Context: an optimization exercise on an open-source flow, tuned for small area and a short achievable clock period. The choices shown serve that exercise and are no tape-out recipe.
At most, simulation tests tie the RTL to the original design; equivalence was not proved.
Power is estimated from default activity; no workload was simulated.

==> flow/design.v (excerpt) <==
module alu(FPUCLK, RST, A, B, CTRL, OUT);
  input FPUCLK, RST;
  input [31:0] A, B;
  input [2:0] CTRL;
  output [31:0] OUT;
  ...
clock: 7.0 ns
lec_check: 0
cap_margin: 20
cell_pad_in_sites_detail_placement: 1
core_margin: 2
core_utilization: 35
setup_slack_margin: 4
slew_margin: 20
tns_end_percent: 20
standard.sh (not shown) runs the stock make flow with config.mk's settings and CLKGATE_MAP_FILE= SYNTH_SCRIPT=/design/flow/synth_recipe.tcl, a recipe that flattens the netlist after the stock synthesis.
==> flow/flow/run.sh <==
#!/bin/bash
set -euo pipefail
cd "$(dirname "$0")/.."
export BUFFER_PORTS_ARGS="-buffer_cell sky130_fd_sc_hd__buf_2"
export SYNTH_ARGS="-noabc"
bash standard.sh > standard_flow.log 2>&1
Change:
--- a/flow/config.mk
+++ b/flow/config.mk
@@ -10,5 +10,5 @@
 export CORE_MARGIN = 2
 export CORE_UTILIZATION = 35
-export SETUP_SLACK_MARGIN = 4
+export SETUP_SLACK_MARGIN = 5
 export SLEW_MARGIN = 20
-export TNS_END_PERCENT = 20
+export TNS_END_PERCENT = 5
Effect:
- The new run finished with timing, DRC and antenna clean
- utilization increases by 1.1 points
- worst setup slack gains 0.044 ns
- global-route usage decreases by 0.20 points
Change:
==> flow/flow/run.sh (replaced) <==
#!/bin/bash
set -euo pipefail
cd "$(dirname "$0")/.."
export BUFFER_PORTS_ARGS="-buffer_cell sky130_fd_sc_hd__buf_2"
bash standard.sh > standard_flow.log 2>&1
--- a/flow/config.mk
+++ b/flow/config.mk
@@ -10,5 +10,5 @@
 export CORE_MARGIN = 2
 export CORE_UTILIZATION = 35
-export SETUP_SLACK_MARGIN = 5
+export SETUP_SLACK_MARGIN = 4
 export SLEW_MARGIN = 20
 export TNS_END_PERCENT = 5
The new run completed with no timing, DRC or antenna violations.
Sequential share of layout area is higher by 0.54 points.
Final cell count is higher by a few percent.
First-iteration DRC count is lower by well over a third.
Setup slack loses 0.20 ns.
Area after synthesis is higher slightly.
Die area is higher slightly.
Count of clock-buffer cells in the layout stays the same.
Core utilization is lower by 1.6 points.
Change:
==> flow/flow/run.sh (replaced) <==
#!/bin/bash
set -euo pipefail
cd "$(dirname "$0")/.."
export BUFFER_PORTS_ARGS="-buffer_cell sky130_fd_sc_hd__buf_2"
export SYNTH_ARGS="-noabc"
bash standard.sh > standard_flow.log 2>&1
--- a/flow/config.mk
+++ b/flow/config.mk
@@ -10,5 +10,5 @@
 export CORE_MARGIN = 2
 export CORE_UTILIZATION = 35
-export SETUP_SLACK_MARGIN = 4
+export SETUP_SLACK_MARGIN = 3.6
 export SLEW_MARGIN = 20
 export TNS_END_PERCENT = 5
What happened: Setup slack improved by 0.20 ns; total power is about the same; critical path depth goes down by 5; clock skew stays flat; area after synthesis goes down by 0.61%; non-clock buffer count goes down by 32.
Change:
--- a/flow/config.mk
+++ b/flow/config.mk
@@ -12,3 +12,3 @@
 export SETUP_SLACK_MARGIN = 3.6
 export SLEW_MARGIN = 20
-export TNS_END_PERCENT = 5
+export TNS_END_PERCENT = 0
The new run completed with no timing, DRC or antenna violations.
Cell area decreases by 0.44%.
Worst hold slack barely changes.
Clock power stays flat.
Wire length decreases by 0.36%.

* * *

Setup of JK:
alu again, from the RTL that the note above started with.
Design alu, start of the top module:
module alu(FPUCLK, RST, A, B, CTRL, OUT);
  input FPUCLK, RST;
  input [31:0] A, B;
  input [2:0] CTRL;
  output [31:0] OUT;
  ...
export LEC_CHECK = 0
export CAP_MARGIN = 20
export CELL_PAD_IN_SITES_DETAIL_PLACEMENT = 0
export CORE_MARGIN = 2
export CORE_UTILIZATION = 35
export SETUP_SLACK_MARGIN = 3.6
export SLEW_MARGIN = 20
export TNS_END_PERCENT = 5
create_clock -name core_clock -period 7.0 [get_ports {FPUCLK}]
==> flow/flow/run.sh <==
#!/bin/bash
set -euo pipefail
cd "$(dirname "$0")/.."
export BUFFER_PORTS_ARGS="-buffer_cell sky130_fd_sc_hd__buf_2"
export SYNTH_ARGS="-noabc"
bash standard.sh > standard_flow.log 2>&1
[inputs] MS vs JK
Settings: a change of CELL_PAD_IN_SITES_DETAIL_PLACEMENT from 0 to 1; a change of SETUP_SLACK_MARGIN from 3.6 to 4.
Results
- MS completed end to end with timing, DRC and antenna clean.
- MS vs. JK: leakage power summed over all cells shows no meaningful change; non-clock buffer count shows an increase of 2; layout net count shows no meaningful change.
- Taking JK as the reference, in MS post-detailed-route via-to-cell ratio went up; total power went up.

* * *

Setup of P:
alu again, from the RTL that the note above started with.
Settings: LEC_CHECK=0, CAP_MARGIN=20, CELL_PAD_IN_SITES_DETAIL_PLACEMENT=1, CORE_MARGIN=2, CORE_UTILIZATION=35, PLACE_DENSITY=0.7, SETUP_SLACK_MARGIN=3.6, SLEW_MARGIN=20, TNS_END_PERCENT=5; clock period 7.0 ns.
Scripts as last shown in full above: flow/flow/run.sh
In summary, P completed successfully, with a layout that passed the timing, design-rule and antenna checks.
Input changes introduced in Q (baseline for comparison: P):
# P
export LEC_CHECK = 0
export CAP_MARGIN = 20
export CELL_PAD_IN_SITES_DETAIL_PLACEMENT = 1
export CORE_MARGIN = 2
export CORE_UTILIZATION = 35
export PLACE_DENSITY = 0.7
export SETUP_SLACK_MARGIN = 3.6
export SLEW_MARGIN = 20
export TNS_END_PERCENT = 5
create_clock -name core_clock -period 7.0 [get_ports {FPUCLK}]
# Q
export LEC_CHECK = 0
export CAP_MARGIN = 20
export CELL_PAD_IN_SITES_DETAIL_PLACEMENT = 1
export CORE_MARGIN = 2
export CORE_UTILIZATION = 35
export SETUP_SLACK_MARGIN = 3.6
export SLEW_MARGIN = 20
export TNS_END_PERCENT = 2
create_clock -name core_clock -period 7.0 [get_ports {FPUCLK}]
--- outcome ---
Summary: with P as the reference, pin count of the biggest net entering global routing in Q moved down by more than a quarter. Sort P and Q by area added between synthesis and finish desc -> top: Q. Relative to P, the number of clock buffers in the layout of Q is higher by about 3%. Re total via count in the routed design: Q is 728 down on P. Looking at routed wire length, Q sits 9.5% lower than P does. Cmp P and Q / non-clock buffer share of cell area / higher: Q.

* * *

alu, a different RTL version from the one above (not shown whole).
Size in the first run: roughly 2,100 cells after synthesis, ~100 I/O pins, roughly 20,000 sq um of cells after synthesis.
clock: 7.0 ns
lec_check: 0
cap_margin: 20
cell_pad_in_sites_detail_placement: 1
core_margin: 2
core_utilization: 35
setup_slack_margin: 2.8
slew_margin: 20
tns_end_percent: 5
Scripts as last shown in full above: flow/flow/run.sh
Change:
SETUP_SLACK_MARGIN = 4   (was 2.8)
=> Design area goes up by 5.5%. Total power went up by about 7%. Critical path depth went up by 4. Final cell count goes up by about 1.7%. Die area is unchanged. Wire length increases by about 4%.
Change:
SETUP_SLACK_MARGIN = 3.2   (was 4)
Area after synthesis stays the same.
Combinational power is lower by 7.1%.
Count of clock-buffer cells in the layout is lower by 1.
Wire length is lower by 3.4%.
Power is lower by 4.9%.
Worst hold slack hardly moves.
Final area is lower by about 5%.
Function was not checked in any run of this note: the RTL went through the layout flow alone.

* * *

Another version of the RTL of alu (not shown whole).
Size: about 2,200 cells after synthesis, roughly 240 flip-flops, about 100 I/O pins.
make LEC_CHECK=0 CAP_MARGIN=20 CELL_PAD_IN_SITES_DETAIL_PLACEMENT=1 CORE_MARGIN=2 CORE_UTILIZATION=35 SETUP_SLACK_MARGIN=5 SLEW_MARGIN=20 finish   # period 7.0 ns
run.sh (not shown) runs the stock make flow with config.mk's settings and CLKGATE_MAP_FILE= SYNTH_SCRIPT=/design/flow/synth_recipe.tcl, a recipe that flattens the netlist after the stock synthesis.
Stock flow here: none of the scripts above is used.
The starting point ran to the end with no violations.
Change:
- SETUP_SLACK_MARGIN: 5 -> 2
After rerunning: The changed run passed the timing, design-rule and antenna checks. Final cell count came out lower by 7.7%. Hold slack gets worse by 13 ps. Design area is lower by 19%. Maximum frequency shrinks by about 14%. Sequential cell count does not change. Non-clock buffer count is lower by 252.
Change:
==> flow/flow/run.sh (new file) <==
#!/bin/bash
set -euo pipefail
cd "$(dirname "$0")/.."
export BUFFER_PORTS_ARGS="-buffer_cell sky130_fd_sc_hd__buf_2"
bash standard.sh > standard_flow.log 2>&1
==> flow/standard.sh (new file) <==
#!/bin/bash
# synth_recipe.tcl (not shown) runs the flow's synth.tcl, then flattens the netlist and writes it again
# the make line also repeats each setting of config.mk as NAME=value (left out here)
make -C /OpenROAD-flow-scripts/flow DESIGN_CONFIG=/design/flow/config.mk WORK_HOME=/design/flow/orfs CLKGATE_MAP_FILE= SYNTH_SCRIPT=/design/flow/synth_recipe.tcl "${@:-finish}"
- SETUP_SLACK_MARGIN: 2 -> 4
removed: flow/run.sh
- The new run ran to the end with no violations
- non-clock buffer count goes up by 138
- clock skew grows by 25 ps
- synthesized cell count does not change
- synthesized area does not change
- utilization rises by 5.5 points
- sequential cell count is unchanged
- power climbs by about a fifth
- cell area rose by roughly a tenth
- wire length rose by roughly a tenth
Change:
==> flow/run.sh (new file) <==
#!/bin/bash
# synth_recipe.tcl (not shown) runs the flow's synth.tcl, then flattens the netlist and writes it again
# the make line also repeats each setting of config.mk as NAME=value (left out here)
make -C /OpenROAD-flow-scripts/flow DESIGN_CONFIG=/design/flow/config.mk WORK_HOME=/design/flow/orfs CLKGATE_MAP_FILE= SYNTH_SCRIPT=/design/flow/synth_recipe.tcl finish
removed: flow/flow/run.sh
removed: flow/standard.sh
Power increases by a few percent.
Worst hold slack hardly moves.
Register-to-register slack loses 60 ps.
Worst setup slack loses 100 ps.

* * *

the reference run:
alu with an RTL version that a note above also has.
Size: about 2100 cells after synthesis, ~260 flip-flops, ~100 I/O pins, about 0.020 mm^2 of cells after synthesis.
Design alu, start of the top module:
module alu(FPUCLK, RST, A, B, CTRL, OUT);
  input FPUCLK, RST;
  input [31:0] A, B;
  input [2:0] CTRL;
  output [31:0] OUT;
  ...
clock: 7.0 ns
lec_check: 0
cap_margin: 20
cell_pad_in_sites_detail_placement: 1
core_margin: 2
core_utilization: 35
setup_slack_margin: 4.4
slew_margin: 20
tns_end_percent: 5
standard.sh (not shown) runs the stock make flow with config.mk's settings and CLKGATE_MAP_FILE= SYNTH_SCRIPT=/design/flow/synth_recipe.tcl, a recipe that flattens the netlist after the stock synthesis.
==> flow/flow/run.sh <==
#!/bin/bash
set -euo pipefail
cd "$(dirname "$0")/.."
export BUFFER_PORTS_ARGS="-buffer_cell sky130_fd_sc_hd__buf_2"
export SYNTH_ARGS="-noabc"
bash standard.sh > standard_flow.log 2>&1
The reference run finished every step from synthesis to the final layout, and the layout passed the timing, design-rule and antenna checks.
Input changes introduced in the trial run (baseline for comparison: the reference run):
Settings: swapping 4.4 for 3.6 in SETUP_SLACK_MARGIN.
[summary]
Any difference in count of different cell masters after synthesis between the reference run and the trial run is small enough to ignore.
Portion of total power attributed to the clock network delta for the trial run relative to the reference run: 0.3 points higher
Between the reference run and the trial run, the difference in vertical extent of the die is negligible.
Summary of the trial run over the reference run: switching power -about 1.3%, post-place instance area decreased 0.51%, number of gates resized after CTS went down about 80%.
Function was not checked in any run of this note: the RTL went through the layout flow alone.

[afterwards: timing with drivers on the ports]
How much do the figures lean on ideal ports? The routed layouts below were timed once more, with nothing changed but the port constraints.
Step 1, drivers: a clkbuf_16 drives FPUCLK and a buf_2 each remaining input, both assumed.
Step 2 adds t to the input delays and takes it off the output delays; t is the mean of the earliest and latest rising clock arrival at the registers after step 1. Input paths then give back, and output paths get back, about the clock's delay inside the block.
Slacks: ideal / step 1 / step 2; pairs: ideal / step 1.
run	shift t [ns]	setup WS [ns]	worst setup path after step 2	latest minus earliest clock arrival (ns)	pins driven straight from the clock port
the first run of note 1	0.621	3.503 / 3.503 / 3.274	input to register	0.033 / 0.032	1
the second run of note 1	0.621	3.546 / 3.546 / 3.327	input to register	0.022 / 0.022	1
the third run of note 1	0.647	3.343 / 3.343 / 2.791	input to register	0.014 / 0.014	1
the fourth run of note 1	0.617	3.541 / 3.541 / 2.983	input to register	0.015 / 0.016	1
the fifth run of note 1	0.618	3.512 / 3.512 / 2.941	input to register	0.016 / 0.016	1
JK	0.620	3.492 / 3.492 / 2.968	input to register	0.026 / 0.026	1
MS	0.623	3.539 / 3.539 / 2.958	input to register	0.019 / 0.019	1
P	0.625	3.348 / 3.348 / 2.862	input to register	0.016 / 0.016	1
Q	0.618	3.512 / 3.512 / 2.941	input to register	0.016 / 0.016	1
the first run of note 4	0.619	2.662 / 2.662 / 2.373	input to register	0.018 / 0.018	1
the second run of note 4	0.644	3.227 / 3.227 / 3.025	input to register	0.019 / 0.018	1
the third run of note 4	0.620	3.155 / 3.155 / 2.632	input to register	0.020 / 0.020	1
the first run of note 5	0.639	2.953 / 2.958 / 2.319	input to register	0.022 / 0.022	1
the second run of note 5	0.628	2.294 / 2.328 / 1.700	input to register	0.021 / 0.022	1
the third run of note 5	0.641	3.325 / 3.325 / 2.730	input to register	0.045 / 0.045	1
the fourth run of note 5	0.639	3.223 / 3.240 / 2.601	input to register	0.047 / 0.047	1
the reference run	0.646	3.229 / 3.229 / 3.033	input to register	0.017 / 0.018	1
the trial run	0.631	3.249 / 3.249 / 2.858	input to register	0.027 / 0.027	1
After both steps setup and hold are still met in every run listed. The setup slack of the first run of note 5, which loses most, moves by +0.005 ns with the drivers and by -0.634 ns with both steps.
